From an optimization exercise on the open Yosys and OpenROAD flow, aimed at small area, a short achievable clock period and few clock cycles; shortcuts taken in it are not production practice.
Function was checked by simulation only, so behaviour that the tests miss may differ from the original.
The clock port is modelled as an ideal driver, which makes a skipped or thinned clock tree look cheaper than it is; a real chip needs a root buffer or a tree.
Power and IR drop assume default switching activity.

main:
Design rv_top, start of the top module:
module rv_top (
    input               clk_i,
    input               rst_ni,
    output logic [31:0] addr_o,
    input        [31:0] instr_i,
    input        [31:0] data_i,
    output logic        data_we_o,
    output logic [31:0] data_o,
    output logic [31:0] data_addr_o
);
    logic [11:1] pc_f;           
    logic        v_d;            
    logic [31:0] ir_d;           
    logic [11:1] pc_d;           
    logic        byp_a_d;        
    logic        byp_b_d;        
    logic        imm_d;          
    logic        v_e;
    logic        wr_e, ld_e, st_e, br_e;
    logic        add_e, sub_e, and_e, or_e, lui_e;
    logic        dec_e;          
    logic [3:0]  fa_e, fb_e;     
    logic [ 4:0] rd_e;
    logic [31:0] a_e, b_e;       
    logic [11:0] simm_e;         
    logic [11:1] tgt_e;
    logic        wr_m, ld_m, st_m;
    logic [ 4:0] rd_m;
    logic [31:0] res_m, s_m;
    logic [31:0] addr_m;         
    logic        stall_d;        
    logic        redir_d;        
    logic        redir_e;        
    assign addr_o = {20'b0, pc_f, 1'b0};
    logic [11:1] tgt_f;
    rv_add11 u_tgt_f (
        .a_i ( pc_f ),
        .b_i ( {instr_i[7], instr_i[30:25], instr_i[11:8]} ),
        .s_o ( tgt_f )
    );
    logic        btb_v;
    logic [11:1] btb_pc, btb_tgt;
    logic [11:1] seq_f;
    logic        hit_f;
    logic        jmp_d;
    logic [11:1] tgt_d;
    assign seq_f = pc_f + 11'd2;
    assign hit_f = btb_v & (seq_f == btb_pc);
    always_ff @(posedge clk_i) begin
        if (!rst_ni) begin
            btb_v <= 1'b0;
        end else if (v_d && jmp_d) begin
            btb_v <= 1'b1;
        end
    end
    always_ff @(posedge clk_i) begin
        if (v_d && jmp_d) begin
            btb_pc  <= pc_d;
            btb_tgt <= tgt_d;
        end
    end
    logic [11:1] e2_f, e1_f, e0_f, next_f;
    always_comb begin
        if (redir_d)      e2_f = tgt_d;
  ...
Size in the first run: about 3700 cells after synthesis, roughly 1300 flip-flops, ~160 I/O pins, ~54000 µm² of cells after synthesis.
Settings: LEC_CHECK=0, CAP_MARGIN=20, CORE_MARGIN=2, CORE_UTILIZATION=35, SETUP_SLACK_MARGIN=0.5, SLEW_MARGIN=20, SYNTH_HIERARCHICAL=1, SYNTH_MINIMUM_KEEP_SIZE=0; clock period 12.0 ns.
standard.sh (not shown) runs the stock make flow with config.mk's settings and CLKGATE_MAP_FILE= SYNTH_SCRIPT=/design/flow/synth_recipe.tcl, a recipe that flattens the netlist after the stock synthesis.
==> flow/flow/run.sh <==
#!/bin/bash
# Layout flow: the standard flow (standard.sh: ORFS synthesis through
# final layout, unchanged constraints), with these settings changed:
#  - repair_timing is asked for a larger setup margin, so it keeps improving
#    paths beyond the 12 ns clock (the SDC and the clock are unchanged);
#  - clock tree synthesis clusters up to 25 flip-flops per leaf buffer and
#    inserts no dummy loads, which makes a smaller tree, from buf_12 cells;
#  - flow/cts_hook.tcl removes the tree's root buffer, so the clock port
#    drives the four first-level buffers directly;
#  - the input and output ports are buffered with buf_4 cells (the standard flow's flow
#    picks a delay cell for them).
# Each tool's output goes to the ORFS logs under orfs/logs/; the make output
# goes to standard.log in this folder.
set -e
bash standard.sh \
  SETUP_SLACK_MARGIN=8.7 \
  "CTS_ARGS=-sink_clustering_enable -repair_clock_nets -dont_use_dummy_load -buf_list sky130_fd_sc_hd__buf_12 -sink_clustering_size 25 -sink_clustering_max_diameter 100" \
  PRE_CTS_TCL=$PWD/flow/cts_hook.tcl \
  "BUFFER_PORTS_ARGS=-buffer_cell sky130_fd_sc_hd__buf_4" \
  finish > standard.log 2>&1
==> flow/flow/cts_hook.tcl <==
rename clock_tree_synthesis orig_clock_tree_synthesis
proc clock_tree_synthesis { args } {
  orig_clock_tree_synthesis {*}$args
  set block [ord::get_db_block]
  set port [$block findBTerm clk_i]
  if { $port == "NULL" } { puts "cts_hook: no clk_i port"; return }
  set pnet [$port getNet]
  set pins [$pnet getITerms]
  if { [llength $pins] != 1 } {
    puts "cts_hook: clk_i drives [llength $pins] pins, tree left as built"
    return
  }
  set root [[lindex $pins 0] getInst]
  set onet ""
  foreach it [$root getITerms] {
    if { [$it isOutputSignal] } { set onet [$it getNet] }
  }
  if { $onet == "" || $onet == "NULL" } { puts "cts_hook: root has no output net"; return }
  set loads {}
  foreach it [$onet getITerms] {
    if { [$it getInst] != $root } { lappend loads $it }
  }
  if { [llength $loads] > 4 || [llength $loads] == 0 || [llength [$onet getBTerms]] > 0 } {
    puts "cts_hook: root [$root getName] drives [llength $loads] pins, tree left as built"
    return
  }
  foreach it $loads {
    puts "cts_hook: [[$it getInst] getName] now driven by clk_i"
    $it disconnect
    $it connect $pnet
  }
  puts "cts_hook: removed root buffer [$root getName] ([[$root getMaster] getName])"
  odb::dbInst_destroy $root
  odb::dbNet_destroy $onet
}
Testbench counts of main, summed over its fixed seeds: cycles 61,847.
> inputs changed (main -> the feature branch)
-- flow/config.mk --
<<< main, line 10
export CORE_UTILIZATION = 35
>>> the feature branch, line 10
export CORE_UTILIZATION = 30
==> comparison <==
- Run comparison: the feature branch start point of the critical path addr_m[29]$_DFF_P_; main start point of the critical path addr_m[27]$_DFF_P_
- The feature branch against main: number of fill cells rose 20%, global-route usage fell 3.1 points, wire length after detailed routing rose 1.9%.
- The run with more setup slack is the feature branch; main has less.
- Diff main -> the feature branch: number of cells in the finished layout apart from fillers up 5.4%; finished layout cell area up 0.85%; post-route clock period utilization flat.
- Number of buffers added for setup after CTS was lower in main than in the feature branch.

---

## v13
rv_top, a different RTL version from the one above (not shown whole).
For scale: about 3,700 cells after synthesis, about 1,300 flip-flops.
==> flow/config.mk <==
export PLATFORM = sky130hd
export DESIGN_NAME = rv_top
export DESIGN_NICKNAME = rv_top
export VERILOG_FILES = /design/flow/design.v
export SDC_FILE = /design/flow/constraint.sdc
export NUM_CORES = 8
export LEC_CHECK = 0
export CAP_MARGIN = 20
export CORE_MARGIN = 2
export CORE_UTILIZATION = 30
export SETUP_SLACK_MARGIN = 0.5
export SLEW_MARGIN = 20
export SYNTH_HIERARCHICAL = 1
export SYNTH_MINIMUM_KEEP_SIZE = 0
==> flow/constraint.sdc <==
create_clock -name core_clock -period 12.0 [get_ports {clk_i}]
set_input_delay 2.4000 -clock core_clock [delete_from_list [all_inputs] [get_ports {clk_i}]]
set_output_delay 2.4000 -clock core_clock [all_outputs]
set_load 0.01 [all_outputs]
==> flow/flow/run.sh <==
#!/bin/bash
# Layout flow: the standard flow (standard.sh: ORFS synthesis through
# final layout, unchanged constraints), with these settings changed:
#  - repair_timing is asked for a larger setup margin, so it keeps improving
#    paths beyond the 12 ns clock (the SDC and the clock are unchanged);
#  - clock tree synthesis clusters up to 25 flip-flops per leaf buffer and
#    inserts no dummy loads, which makes a smaller tree;
#  - flow/cts_hook.tcl removes the tree's root buffer, so the clock port
#    drives the four first-level buffers directly.
# Each tool's output goes to the ORFS logs under orfs/logs/; the make output
# goes to standard.log in this folder.
set -e
bash standard.sh \
  SETUP_SLACK_MARGIN=8.7 \
  "CTS_ARGS=-sink_clustering_enable -repair_clock_nets -dont_use_dummy_load -buf_list sky130_fd_sc_hd__clkbuf_16 -sink_clustering_size 25 -sink_clustering_max_diameter 100" \
  PRE_CTS_TCL=$PWD/flow/cts_hook.tcl \
  finish > standard.log 2>&1
Scripts as last shown in full above: flow/flow/cts_hook.tcl
Testbench counts of v13, summed over its fixed seeds: cycles 62,844.
--- input diff v13..v51 ---
-- flow/flow/run.sh --
<<< v13, line 8
#  - flow/cts_hook.tcl removes the tree's root buffer, so the clock port
#    drives the four first-level buffers directly.
# Each tool's output goes to the ORFS logs under orfs/logs/; the make output
>>> v51, line 8
#  - flow/cts_hook.tcl removes the tree's root buffer, so the clock port
#    drives the four first-level buffers directly;
#  - the input and output ports are buffered with buf_4 cells (the standard flow's flow
#    picks a delay cell for them).
# Each tool's output goes to the ORFS logs under orfs/logs/; the make output
<<< v13, line 16
  PRE_CTS_TCL=$PWD/flow/cts_hook.tcl \
  finish > standard.log 2>&1
>>> v51, line 18
  PRE_CTS_TCL=$PWD/flow/cts_hook.tcl \
  "BUFFER_PORTS_ARGS=-buffer_cell sky130_fd_sc_hd__buf_4" \
  finish > standard.log 2>&1
-- flow/config.mk --
<<< v13, line 9
export CORE_MARGIN = 2
export CORE_UTILIZATION = 30
export SETUP_SLACK_MARGIN = 0.5
>>> v51, line 9
export CORE_MARGIN = 2
export CORE_UTILIZATION = 40
export SETUP_SLACK_MARGIN = 0.5
==> comparison <==
- v51 vs. v13: post-layout instance count excluding filler cells saw a decrease; shortest period the worst path allows saw an increase; sequential share of layout area saw an increase.
> inputs changed (v51 -> v29)
-- flow/flow/run.sh --
<<< v51, line 6
#  - clock tree synthesis clusters up to 25 flip-flops per leaf buffer and
#    inserts no dummy loads, which makes a smaller tree;
#  - flow/cts_hook.tcl removes the tree's root buffer, so the clock port
>>> v29, line 6
#  - clock tree synthesis clusters up to 25 flip-flops per leaf buffer and
#    inserts no dummy loads, which makes a smaller tree, from buf_12 cells;
#  - flow/cts_hook.tcl removes the tree's root buffer, so the clock port
<<< v51, line 16
  SETUP_SLACK_MARGIN=8.7 \
  "CTS_ARGS=-sink_clustering_enable -repair_clock_nets -dont_use_dummy_load -buf_list sky130_fd_sc_hd__clkbuf_16 -sink_clustering_size 25 -sink_clustering_max_diameter 100" \
  PRE_CTS_TCL=$PWD/flow/cts_hook.tcl \
>>> v29, line 16
  SETUP_SLACK_MARGIN=8.7 \
  "CTS_ARGS=-sink_clustering_enable -repair_clock_nets -dont_use_dummy_load -buf_list sky130_fd_sc_hd__buf_12 -sink_clustering_size 25 -sink_clustering_max_diameter 100" \
  PRE_CTS_TCL=$PWD/flow/cts_hook.tcl \
-- flow/config.mk --
<<< v51, line 9
export CORE_MARGIN = 2
export CORE_UTILIZATION = 40
export SETUP_SLACK_MARGIN = 0.5
>>> v29, line 9
export CORE_MARGIN = 2
export CORE_UTILIZATION = 30
export SETUP_SLACK_MARGIN = 0.5
--- outcome ---
Between v29 and v51, it is v29 whose sequential share of layout area is lower, by 0.57 points. Wire length came out higher on v29 than on v51. Between v29 and v51, the clock buffer count is lower for v51. Share of the cycle needed by the critical path after routing came out lower on v29 than on v51. Lower setup slack was reported by v51, not v29. Relative to v51, worst reg-to-reg setup slack has decreased by 0.07 ns in v29. Measured slew at the worst slew-check pin: v29 higher than v51.
--- input diff v29..v25 ---
==> flow/flow/run.sh <==
#!/bin/bash
# Layout flow: the standard flow (standard.sh: ORFS synthesis through
# final layout, unchanged constraints), with these settings changed:
#  - repair_timing is asked for a larger setup margin, so it keeps improving
#    paths beyond the 12 ns clock (the SDC and the clock are unchanged);
#  - clock tree synthesis clusters up to 25 flip-flops per leaf buffer and
#    inserts no dummy loads, which makes a smaller tree;
#  - flow/cts_hook.tcl removes the tree's root buffer, so the clock port
#    drives the four first-level buffers directly.
# Each tool's output goes to the ORFS logs under orfs/logs/; the make output
# goes to standard.log in this folder.
set -e
bash standard.sh \
  SETUP_SLACK_MARGIN=8.7 \
  "CTS_ARGS=-sink_clustering_enable -repair_clock_nets -dont_use_dummy_load -buf_list sky130_fd_sc_hd__clkbuf_16 -sink_clustering_size 25 -sink_clustering_max_diameter 100" \
  PRE_CTS_TCL=$PWD/flow/cts_hook.tcl \
  finish > standard.log 2>&1
-- flow/config.mk --
<<< v29, line 9
export CORE_MARGIN = 2
export CORE_UTILIZATION = 30
export SETUP_SLACK_MARGIN = 0.5
>>> v25, line 9
export CORE_MARGIN = 2
export CORE_UTILIZATION = 40
export SETUP_SLACK_MARGIN = 0.5
[summary]
Transition time of the tightest slew-check pin (higher): v29. Of v25 and v29, the higher switching power share of the total belongs to v29. The worst setup path startpoint comes out pc_f[3]$_DFF_P_ in one run and data_i[14] in the other, namely in v29 and v25 respectively. Looking at v25 and v29, the total power is a wash. v25 vs v29 — area of placed instances dropped 0.67%. Delta (v25 minus v29): number of buffers inserted by post-CTS setup repair now larger; share of cell area taken by flip-flops and latches shows an increase of 0.40 points; fraction of power consumed by the clock network moved up.
Setup changes, v25 to v59
==> flow/flow/run.sh <==
#!/bin/bash
# Layout flow: the standard flow (standard.sh: ORFS synthesis through
# final layout, unchanged constraints), with these settings changed:
#  - repair_timing is asked for a larger setup margin, so it keeps improving
#    paths beyond the 12 ns clock (the SDC and the clock are unchanged);
#  - clock tree synthesis clusters up to 25 flip-flops per leaf buffer and
#    inserts no dummy loads, which makes a smaller tree;
#  - flow/cts_hook.tcl removes the tree's root buffer, so the clock port
#    drives the four first-level buffers directly;
#  - the input and output ports are buffered with buf_4 cells (the standard flow's flow
#    picks a delay cell for them).
# Each tool's output goes to the ORFS logs under orfs/logs/; the make output
# goes to standard.log in this folder.
set -e
bash standard.sh \
  SETUP_SLACK_MARGIN=8.6 \
  "CTS_ARGS=-sink_clustering_enable -repair_clock_nets -dont_use_dummy_load -buf_list sky130_fd_sc_hd__clkbuf_16 -sink_clustering_size 25 -sink_clustering_max_diameter 100" \
  PRE_CTS_TCL=$PWD/flow/cts_hook.tcl \
  "BUFFER_PORTS_ARGS=-buffer_cell sky130_fd_sc_hd__buf_4" \
  finish > standard.log 2>&1
-- flow/config.mk --
<<< v25, line 9
export CORE_MARGIN = 2
export CORE_UTILIZATION = 40
export SETUP_SLACK_MARGIN = 0.5
>>> v59, line 9
export CORE_MARGIN = 2
export CORE_UTILIZATION = 30
export SETUP_SLACK_MARGIN = 0.5
==> comparison <==
- v59 has completed all stages; timing, DRC and antenna checks passed.
- Compared with v25, v59 shows non-filler instance count after layout higher by 580.
- Relative to v25, worst endpoint required time decreased by 2.71 ns in v59.
- v59 vs. v25: die area moved up; placed cell count moved up.
- v59 vs v25 — overall fraction of global-route tracks in use dropped 7.7 points.
- Comparing global-route wire length before repair for v59 and v25, the smaller number came from v25.
- A end point of the critical path of addr_o[3] is what v59 shows, while b_e[14]$_DFF_P_ belongs to v25.
- Re period utilization: v59 and v25 aren't equal, and the higher value belongs to v59.

## re-timing with driven ports
In the flow no input, the clock included, has a driving cell. The finished layouts below were timed again as built, in two steps.
Step 1 (the two cells are an assumption about what drives the block):
set clk [get_ports {clk_i}]
set_driving_cell -lib_cell sky130_fd_sc_hd__clkbuf_16 $clk
set_driving_cell -lib_cell sky130_fd_sc_hd__buf_2 [delete_from_list [all_inputs] $clk]
Step 2 adds t to the input delays and takes it off the output delays; t is the mean of the earliest and latest rising clock arrival at the registers after step 1. Input paths then give back, and output paths get back, about the clock's delay inside the block.
a / b / c = no drivers / after step 1 / after step 2; a / b = the first two.
| run | t, ns | setup slack, ns | worst hold slack (ns) | pins driven straight from the clock port |
|---|---|---|---|---|
| main | 0.597 | 8.623 / 8.477 / 8.217 | 0.362 / 0.362 / 0.362 | 4 |
| the feature branch | 0.595 | 8.632 / 8.489 / 8.195 | 0.358 / 0.358 / 0.358 | 4 |
| v13 | 0.668 | 8.609 / 8.440 / 8.135 | 0.354 / 0.354 / 0.354 | 4 |
| v51 | 0.656 | 8.597 / 8.431 / 8.163 | 0.382 / 0.382 / 0.382 | 4 |
| v29 | 0.628 | 8.633 / 8.469 / 8.158 | 0.370 / 0.370 / 0.370 | 4 |
| v25 | 0.657 | 8.591 / 8.479 / 8.056 | 0.358 / 0.358 / 0.358 | 4 |
| v59 | 0.670 | 8.519 / 8.350 / 7.961 | 0.381 / 0.381 / 0.381 | 4 |
After both steps setup and hold are still met in every run listed. The setup slack of v59, which loses most, moves by -0.169 ns with the drivers and by -0.558 ns with both steps.
